Source: an optimization exercise on an open RTL-to-GDS flow (aim: small area, a short achievable clock period and few clock cycles). Production flows keep margins and buffers that such runs may drop. Where RTL was checked, it was by simulation tests only, not by an equivalence proof against the original. Power and IR drop assume default switching activity.

Design DATAPATH, start of the top module:
module DATAPATH(Product, done, clk, multiplicand, multiplier, start, rst);
clock: 4.0 ns
lec_check: 0
cap_margin: 20
core_margin: 2
core_utilization: 40
slew_margin: 20
run.sh (not shown) runs the stock make flow with config.mk's settings and CLKGATE_MAP_FILE= SYNTH_SCRIPT=/design/flow/synth_recipe.tcl, a recipe that flattens the netlist after the stock synthesis.
The first run finished clean.
==> next run, changes <==
--- a/flow/config.mk
+++ b/flow/config.mk
@@ -10 +10,2 @@
-export CORE_UTILIZATION = 40
+export CORE_UTILIZATION = 60
+export GPL_TIMING_DRIVEN = 0
Result: The new run ran to the end with violations: negative setup slack. Wire length grows by a quarter to a third. Sequential share of layout area goes up by 0.84 points. Cell count decreases by roughly a tenth.
No run of this note included a check of the RTL's function; only the layout flow was run.

* * *

DATAPATH, a different RTL version from the one above (not shown whole).
For scale: ~830 cells after synthesis, about 64 flip-flops, ~8600 um^2 of cells after synthesis.
// DATAPATH
module DATAPATH(Product, done, clk, multiplicand, multiplier, start, rst);
export LEC_CHECK = 0
export ABC_AREA = 1
export CAP_MARGIN = 20
export CORE_MARGIN = 2
export CORE_UTILIZATION = 40
export CTS_BUF_LIST = sky130_fd_sc_hd__clkbuf_4 sky130_fd_sc_hd__clkbuf_8
export CTS_CLUSTER_SIZE = 30
export PLACE_DENSITY = 0.45
export SLEW_MARGIN = 20
export SYNTH_HIERARCHICAL = 1
export SYNTH_MINIMUM_KEEP_SIZE = 0
create_clock -name core_clock -period 4.0 [get_ports {clk}]
standard.sh (not shown) runs the stock make flow with config.mk's settings and CLKGATE_MAP_FILE= SYNTH_SCRIPT=/design/flow/synth_recipe.tcl, a recipe that flattens the netlist after the stock synthesis.
==> flow/flow/run.sh <==
#!/bin/bash
# Standard layout, with plain buffers (instead of delay buffers) on the ports.
set -euo pipefail
export BUFFER_PORTS_ARGS="-buffer_cell sky130_fd_sc_hd__buf_2"
bash standard.sh > standard.log 2>&1
The first run passed the timing, DRC and antenna checks.
Testbench counts at the start, summed over its fixed seeds: cycles 2,400.
Rerun with:
- CORE_UTILIZATION: 40 -> 60
- CTS_BUF_LIST: sky130_fd_sc_hd__clkbuf_4 sky130_fd_sc_hd__clkbuf_8 -> not set
- CTS_CLUSTER_SIZE: 30 -> not set
- PLACE_DENSITY: 0.45 -> not set
- TNS_END_PERCENT: not set -> 0
Final cell count came out lower by 8.7%.
Global-route usage grows by 8.0 points.
Routed wire length goes down by about 7%.
Area after synthesis stays the same.
Worst hold slack gains 0.049 ns.
Power grows by about 0.43%.
Setup slack is better by 0.13 ns.
Maximum frequency increases by 3.4%.
Rerun with:
- CORE_UTILIZATION: 60 -> 40
- CTS_BUF_LIST: not set -> sky130_fd_sc_hd__clkbuf_4 sky130_fd_sc_hd__clkbuf_8
- CTS_CLUSTER_SIZE: not set -> 30
- GPL_ROUTABILITY_DRIVEN: not set -> 0
- TNS_END_PERCENT: 0 -> not set
=> The new run completed without violations. Maximum frequency goes up by 3.5%. Count of clock-buffer cells in the layout goes down by 3. Worst setup slack improved by 0.13 ns. Utilization goes down by 22 points. Wire length barely changes. Global-route usage goes down by 9.3 points.
Rerun with:
==> flow/run.sh (new file) <==
#!/bin/bash
# synth_recipe.tcl (not shown) runs the flow's synth.tcl, then flattens the netlist and writes it again
# the make line also repeats each setting of config.mk as NAME=value (left out here)
make -C /OpenROAD-flow-scripts/flow DESIGN_CONFIG=/design/flow/config.mk WORK_HOME=/design/flow/orfs CLKGATE_MAP_FILE= SYNTH_SCRIPT=/design/flow/synth_recipe.tcl finish
- CORE_UTILIZATION: 40 -> 60
- GPL_ROUTABILITY_DRIVEN: 0 -> not set
removed: flow/flow/run.sh
removed: flow/standard.sh
What happened:
- clock-buffer cell count grows by 5
- synthesized area stays the same
- maximum frequency shrinks by a little under a tenth
- via count grows by a few percent
- core utilization grows by 28 points
- final area grows by a little under a tenth
- sequential power hardly moves
- worst setup slack loses 0.29 ns
- worst hold slack gains 0.36 ns
- non-clock buffer count grows by 39
- combinational power grows by about a fifth
Rerun with:
==> flow/flow/run.sh (new file) <==
#!/bin/bash
# Standard layout, with plain buffers (instead of delay buffers) on the ports.
set -euo pipefail
export BUFFER_PORTS_ARGS="-buffer_cell sky130_fd_sc_hd__buf_2"
bash standard.sh > standard.log 2>&1
==> flow/standard.sh (new file) <==
#!/bin/bash
# synth_recipe.tcl (not shown) runs the flow's synth.tcl, then flattens the netlist and writes it again
# the make line also repeats each setting of config.mk as NAME=value (left out here)
make -C /OpenROAD-flow-scripts/flow DESIGN_CONFIG=/design/flow/config.mk WORK_HOME=/design/flow/orfs CLKGATE_MAP_FILE= SYNTH_SCRIPT=/design/flow/synth_recipe.tcl "${@:-finish}"
- CORE_ASPECT_RATIO: not set -> 0.5
- CORE_UTILIZATION: 60 -> 40
- PLACE_DENSITY: not set -> 0.75
removed: flow/run.sh
Clock power shrinks by 17%.
Final cell count is higher by 5.9%.
Global-route usage is lower by 10 points.

* * *

Setup of run 1:
Another version of the RTL of DATAPATH (not shown whole).
Size in the first run: about 810 cells after synthesis, about 59 flip-flops, roughly 70 I/O pins, ~8400 sq um of cells after synthesis.
==> flow/config.mk <==
export PLATFORM = sky130hd
export DESIGN_NAME = DATAPATH
export DESIGN_NICKNAME = DATAPATH
export VERILOG_FILES = /design/flow/design.v
export SDC_FILE = /design/flow/constraint.sdc
export NUM_CORES = 4
export LEC_CHECK = 0
export ABC_AREA = 1
export CAP_MARGIN = 20
export CORE_MARGIN = 2
export CORE_UTILIZATION = 50
export CTS_BUF_LIST = sky130_fd_sc_hd__clkbuf_4 sky130_fd_sc_hd__clkbuf_8
export CTS_CLUSTER_SIZE = 30
export SLEW_MARGIN = 20
export SYNTH_HIERARCHICAL = 1
export SYNTH_MINIMUM_KEEP_SIZE = 0
==> flow/constraint.sdc <==
create_clock -name core_clock -period 4.0 [get_ports {clk}]
set_input_delay 0.8000 -clock core_clock [delete_from_list [all_inputs] [get_ports {clk}]]
set_output_delay 0.8000 -clock core_clock [all_outputs]
set_load 0.01 [all_outputs]
==> flow/flow/run.sh <==
#!/bin/bash
# Standard layout, with plain buffers (instead of delay buffers) on the ports.
set -euo pipefail
export BUFFER_PORTS_ARGS="-buffer_cell sky130_fd_sc_hd__buf_2"
bash standard.sh > standard.log 2>&1
Per the final summary, run 1 finished and its layout is clean on timing, DRC and antenna.
What run 2 does differently from run 1 at the input level:
Settings: CORE_UTILIZATION: 50 -> 40; PLACE_DENSITY: unset -> 0.75.
Changes observed in run 2 relative to run 1: final worst-path setup slack down 0.0046 ns, sequential cell area share lost 0.21 points.
Footprint of the multi-input gates essentially unchanged between run 2 and run 1.
In terms of detailed-route via count, run 2 and run 1 differ only marginally.
Taking run 1 as the reference, in run 2 clock-buffer cell count rose 1, routed via count divided by cell count fell about 4.5%.
STATUS worst slack on hold paths: run 2 wins against run 1
Input-level comparison between run 3 and run 2:
Settings: CORE_UTILIZATION: 40 -> 60; PLACE_DENSITY: 0.75 -> unset.
--- a/flow/flow/run.sh
+++ b/flow/flow/run.sh
@@ -3,3 +3,4 @@
 set -euo pipefail
 export BUFFER_PORTS_ARGS="-buffer_cell sky130_fd_sc_hd__buf_2"
+export MATCH_CELL_FOOTPRINT=0
 bash standard.sh > standard.log 2>&1
Notes after the runs:
- Share of the clock period used by the worst path after layout across run 3 and run 2: no real change.
- On smallest hold slack: between run 3 and run 2, it ends up lower for run 3.
- Changes observed in run 3 relative to run 2: cell count after placement -92, critical path depth ~0 delta, maximum frequency ~0 delta.
- When run 3 is measured against run 2, its post-synthesis to final-layout area growth turns out 1.5 points lower.
- Compared with run 2, run 3 shows a power that is 1.0% lower.
### run 3 -> run 4
--- a/flow/flow/run.sh
+++ b/flow/flow/run.sh
@@ -3,4 +3,3 @@
 set -euo pipefail
 export BUFFER_PORTS_ARGS="-buffer_cell sky130_fd_sc_hd__buf_2"
-export MATCH_CELL_FOOTPRINT=0
 bash standard.sh > standard.log 2>&1
- Run 4 -> run 3: number of synthesized flops with an enable pin flat
- Diff run 3..run 4 | synthesized area | unchanged
- From run 3 to run 4, met3 track demand over resource in global routing did not move at all.
- First-pass GRT wire length delta (run 3 -> run 4): insignificant
- Power: run 4 vs run 3 identical
- Run 4 -> run 3: floorplan die width delta 0, exact match
### run 4 -> run 5
Settings: a deleted CTS_CLUSTER_SIZE that had been 30; a deleted CTS_BUF_LIST that had been sky130_fd_sc_hd__clkbuf_4 sky130_fd_sc_hd__clkbuf_8.
Results
Worst hold margin up 0.039 ns in run 5 wrt run 4. Compared run 5 vs run 4, and worst setup slack is up in run 5. Any difference in total track usage between run 4 and run 5 is small enough to ignore. Changes observed in run 5 relative to run 4: final core area utilization went up 0.75 points; combinational power held. Run 5 reports a lower final critical delay including setup and external delays than run 4 does. Compared with run 4, filler cell count in the final layout in run 5 decreased slightly. Compared to run 4, the routing of run 5 uses more wire. Row share of the clock period used by the worst path after layout: run 5 lower / run 4 higher. Comparing run 4 against run 5, there is no change at all in count of final max-slew check failures.
No run of this note included a check of the RTL's function; only the layout flow was run.

* * *

DATAPATH with an RTL version that a note above also has.
Size in the first run: roughly 830 cells after synthesis, roughly 64 flip-flops, roughly 70 I/O pins, roughly 8600 um^2 of cells after synthesis.
// DATAPATH
module DATAPATH(Product, done, clk, multiplicand, multiplier, start, rst);
output [31:0] Product;
output reg done;
input [16:0] multiplicand;
input [16:0] multiplier;
input clk, start, rst;
wire one1 = multiplier[0] ^ 1'b0;
wire two2 = (multiplier[1] & ~multiplier[0] & ~1'b0) | (~multiplier[1] & multiplier[0] & 1'b0);
wire pp3 = ((one1 & multiplicand[0])) ^ multiplier[1];
wire pp4 = ((one1 & multiplicand[1]) | (two2 & multiplicand[0])) ^ multiplier[1];
wire pp5 = ((one1 & multiplicand[2]) | (two2 & multiplicand[1])) ^ multiplier[1];
wire pp6 = ((one1 & multiplicand[3]) | (two2 & multiplicand[2])) ^ multiplier[1];
wire pp7 = ((one1 & multiplicand[4]) | (two2 & multiplicand[3])) ^ multiplier[1];
wire pp8 = ((one1 & multiplicand[5]) | (two2 & multiplicand[4])) ^ multiplier[1];
wire pp9 = ((one1 & multiplicand[6]) | (two2 & multiplicand[5])) ^ multiplier[1];
wire pp10 = ((one1 & multiplicand[7]) | (two2 & multiplicand[6])) ^ multiplier[1];
wire pp11 = ((one1 & multiplicand[8]) | (two2 & multiplicand[7])) ^ multiplier[1];
  ...
clock: 4.0 ns
lec_check: 0
abc_area: 1
cap_margin: 20
core_margin: 2
core_utilization: 40
cts_buf_list: sky130_fd_sc_hd__clkbuf_4 sky130_fd_sc_hd__clkbuf_8
cts_cluster_size: 30
place_density: 0.75
setup_slack_margin: 0.5
slew_margin: 20
synth_hierarchical: 1
synth_minimum_keep_size: 0
==> flow/flow/run.sh <==
#!/bin/bash
# Standard layout, with plain buffers (instead of delay buffers) on the ports.
set -euo pipefail
export BUFFER_PORTS_ARGS="-buffer_cell sky130_fd_sc_hd__buf_2"
bash standard.sh > standard.log 2>&1
The baseline ran to the end with no violations.
Testbench counts at the start, summed over its fixed seeds: cycles 2,400.
Rerun with:
--- a/flow/config.mk
+++ b/flow/config.mk
@@ -9 +9 @@
-export CAP_MARGIN = 20
+export CAP_MARGIN = 0
@@ -11,6 +11,2 @@
-export CORE_UTILIZATION = 40
-export CTS_BUF_LIST = sky130_fd_sc_hd__clkbuf_4 sky130_fd_sc_hd__clkbuf_8
-export CTS_CLUSTER_SIZE = 30
-export PLACE_DENSITY = 0.75
-export SETUP_SLACK_MARGIN = 0.5
-export SLEW_MARGIN = 20
+export CORE_UTILIZATION = 60
+export SLEW_MARGIN = 0
The new run completed with no timing, DRC or antenna violations.
Design area came out lower by 9.1%.
First-iteration DRC count drops by 21%.
Routed wire length decreases by 6.3%.
Synthesized cell count stays the same.
Worst setup slack got worse by 280 ps.
Critical path depth shrinks by 1.
Sequential cell count does not change.
Via count went down by 1.8%.
Synthesized area is unchanged.
Fmax goes down by 7.5%.

* * *

== oak ==
DATAPATH again, from the RTL that the note above started with.
==> flow/config.mk <==
export PLATFORM = sky130hd
export DESIGN_NAME = DATAPATH
export DESIGN_NICKNAME = DATAPATH
export VERILOG_FILES = /design/flow/design.v
export SDC_FILE = /design/flow/constraint.sdc
export NUM_CORES = 4
export LEC_CHECK = 0
export ABC_AREA = 1
export CAP_MARGIN = 20
export CORE_MARGIN = 2
export CORE_UTILIZATION = 40
export CTS_BUF_LIST = sky130_fd_sc_hd__clkbuf_4 sky130_fd_sc_hd__clkbuf_8
export CTS_CLUSTER_SIZE = 30
export PLACE_DENSITY = 0.75
export SLEW_MARGIN = 20
export SYNTH_HIERARCHICAL = 1
export SYNTH_MINIMUM_KEEP_SIZE = 0
==> flow/constraint.sdc <==
create_clock -name core_clock -period 4.0 [get_ports {clk}]
set_input_delay 0.8000 -clock core_clock [delete_from_list [all_inputs] [get_ports {clk}]]
set_output_delay 0.8000 -clock core_clock [all_outputs]
set_load 0.01 [all_outputs]
Scripts as last shown in full above: flow/flow/run.sh
Testbench counts of oak, summed over its fixed seeds: cycles 2,400.
Modified inputs, pine compared to oak
Settings: PLACE_DENSITY changed from 0.75 to 0.9.
--- outcome ---
- pine against oak: net switching component of the power picked up an extra 55 uW, pin count of the biggest net entering global routing +3, setup slack after layout fell 110 ps, detailed-route vias per instance went up about 3.3%.
- In pine, the detailed-route wire length came out 3.5% above the value in oak.
- Diff pine and oak: maximum single-stage delay on the critical path higher in pine
- [compare] base=oak new=pine: power now sits at about the same level, post-layout instance area level.
- Between pine and oak, it is pine whose final worst-path cycle share is higher, by 2.8 points.
#### Input delta (birch over pine)
Settings: CTS_CLUSTER_SIZE no longer set, was 30; CORE_UTILIZATION now 60, was 40; CTS_BUF_LIST no longer set, was sky130_fd_sc_hd__clkbuf_4 sky130_fd_sc_hd__clkbuf_8; PLACE_DENSITY no longer set, was 0.9.
### Flow results
Against pine, die area in birch fell by more than a quarter.
Delta (birch minus pine): fraction of layout cells with a size suffix above 1 barely changed; routed wire length on met3 dropped about 14%; number of tap cells inserted dropped 95; hold violation total from the final report barely changed.

* * *

Starting RTL as in the previous note.
clock: 4.0 ns
lec_check: 0
abc_area: 1
cap_margin: 20
core_margin: 2
core_utilization: 50
cts_buf_list: sky130_fd_sc_hd__clkbuf_4 sky130_fd_sc_hd__clkbuf_8
cts_cluster_size: 30
slew_margin: 20
synth_hierarchical: 1
synth_minimum_keep_size: 0
Scripts as last shown in full above: flow/flow/run.sh
The starting point ran to the end with no violations.
Testbench counts at the start, summed over its fixed seeds: cycles 2,400.
Then changed:
- CORE_UTILIZATION: 50 -> 40
- CTS_CLUSTER_DIAMETER: default -> 60
- CTS_CLUSTER_SIZE: 30 -> 50
- PLACE_DENSITY: default -> 0.75
=> The changed run went through all stages and came out clean. Via count barely changes. Setup slack improved by 0.042 ns. First-iteration DRC count increases by 32%. Wire length shrinks by 3.5%.
Then changed:
- CORE_UTILIZATION: 40 -> 60
- CTS_CLUSTER_DIAMETER: 60 -> default
- CTS_CLUSTER_SIZE: 50 -> 30
What happened:
- The new run completed without violations
- cell area barely changes
- setup slack gets worse by 0.11 ns
- wire length rose by 6.5%
- power went up by 1.1%
- worst hold slack is worse by 0.0075 ns
- combinational power stays flat
- first-iteration DRC count drops by 17%
- sequential power is about the same
- core utilization is higher by 23 points
- clock power increases by 5.2%
Then changed:
==> flow/run.sh (new file) <==
#!/bin/bash
# synth_recipe.tcl (not shown) runs the flow's synth.tcl, then flattens the netlist and writes it again
# the make line also repeats each setting of config.mk as NAME=value (left out here)
make -C /OpenROAD-flow-scripts/flow DESIGN_CONFIG=/design/flow/config.mk WORK_HOME=/design/flow/orfs CLKGATE_MAP_FILE= SYNTH_SCRIPT=/design/flow/synth_recipe.tcl finish
- CORE_UTILIZATION: 60 -> 40
- SETUP_SLACK_MARGIN: default -> 0.1
removed: flow/flow/run.sh
removed: flow/standard.sh
Effect: Non-clock buffer count grows by 48; cell area went up by 11%; routed wire length is higher by 0.56%; global-route usage decreases by 10 points; fmax falls by 4.2%; clock-buffer cell count drops by 1; die area grows by 48%; worst hold slack improved by 0.38 ns; area after synthesis stays the same; power climbs by 9.1%; via count climbs by 2.1%.

[port drivers added, routing unchanged]
Ports are ideal in the flow. The routed layouts listed here were re-timed in OpenROAD. Step 1: set_driving_cell puts a clkbuf_16 on clk and a buf_2 on each other input, an assumption about the parent block. Step 2 moves the port delays by t, midway between the first and last clock arrival at a register: inputs arrive t later, outputs are due t later. That takes back most of the time a late clock gives input paths. Slacks: ideal / step 1 / step 2; pairs: ideal / step 1.
run | t (ns) | setup slack, ns | clock arrival spread, ns
the first run of note 1 | 0.358 | 0.071 / 0.091 / -0.267 | 0.010 / 0.010
the second run of note 1 | 0.360 | -0.057 / -0.050 / -0.410 | 0.006 / 0.006
the first run of note 2 | 0.414 | 0.092 / 0.104 / -0.310 | 0.013 / 0.013
the second run of note 2 | 0.381 | 0.219 / 0.243 / -0.138 | 0.010 / 0.010
the third run of note 2 | 0.405 | 0.346 / 0.307 / -0.003 | 0.010 / 0.010
the fourth run of note 2 | 0.398 | 0.055 / 0.069 / -0.329 | 0.008 / 0.008
the fifth run of note 2 | 0.406 | 0.311 / 0.303 / -0.079 | 0.011 / 0.012
run 1 | 0.405 | 0.163 / 0.176 / -0.229 | 0.012 / 0.012
run 2 | 0.394 | 0.159 / 0.172 / -0.222 | 0.014 / 0.013
run 3 | 0.415 | 0.155 / 0.130 / -0.286 | 0.010 / 0.009
run 4 | 0.415 | 0.155 / 0.130 / -0.286 | 0.010 / 0.009
run 5 | 0.381 | 0.202 / 0.202 / -0.179 | 0.006 / 0.005
the first run of note 4 | 0.411 | 0.503 / 0.503 / 0.092 | 0.011 / 0.011
the second run of note 4 | 0.381 | 0.219 / 0.243 / -0.138 | 0.010 / 0.010
oak | 0.410 | 0.373 / 0.346 / -0.018 | 0.009 / 0.010
pine | 0.414 | 0.262 / 0.262 / -0.152 | 0.009 / 0.009
birch | 0.381 | 0.219 / 0.243 / -0.138 | 0.010 / 0.010
the first run of note 6 | 0.398 | 0.331 / 0.292 / -0.013 | 0.013 / 0.013
the second run of note 6 | 0.410 | 0.373 / 0.346 / -0.018 | 0.009 / 0.010
the third run of note 6 | 0.406 | 0.267 / 0.253 / -0.127 | 0.016 / 0.016
the fourth run of note 6 | 0.408 | 0.103 / 0.120 / -0.288 | 0.009 / 0.010
Met with ideal ports but missed after step 2: setup timing in 19 of these runs.
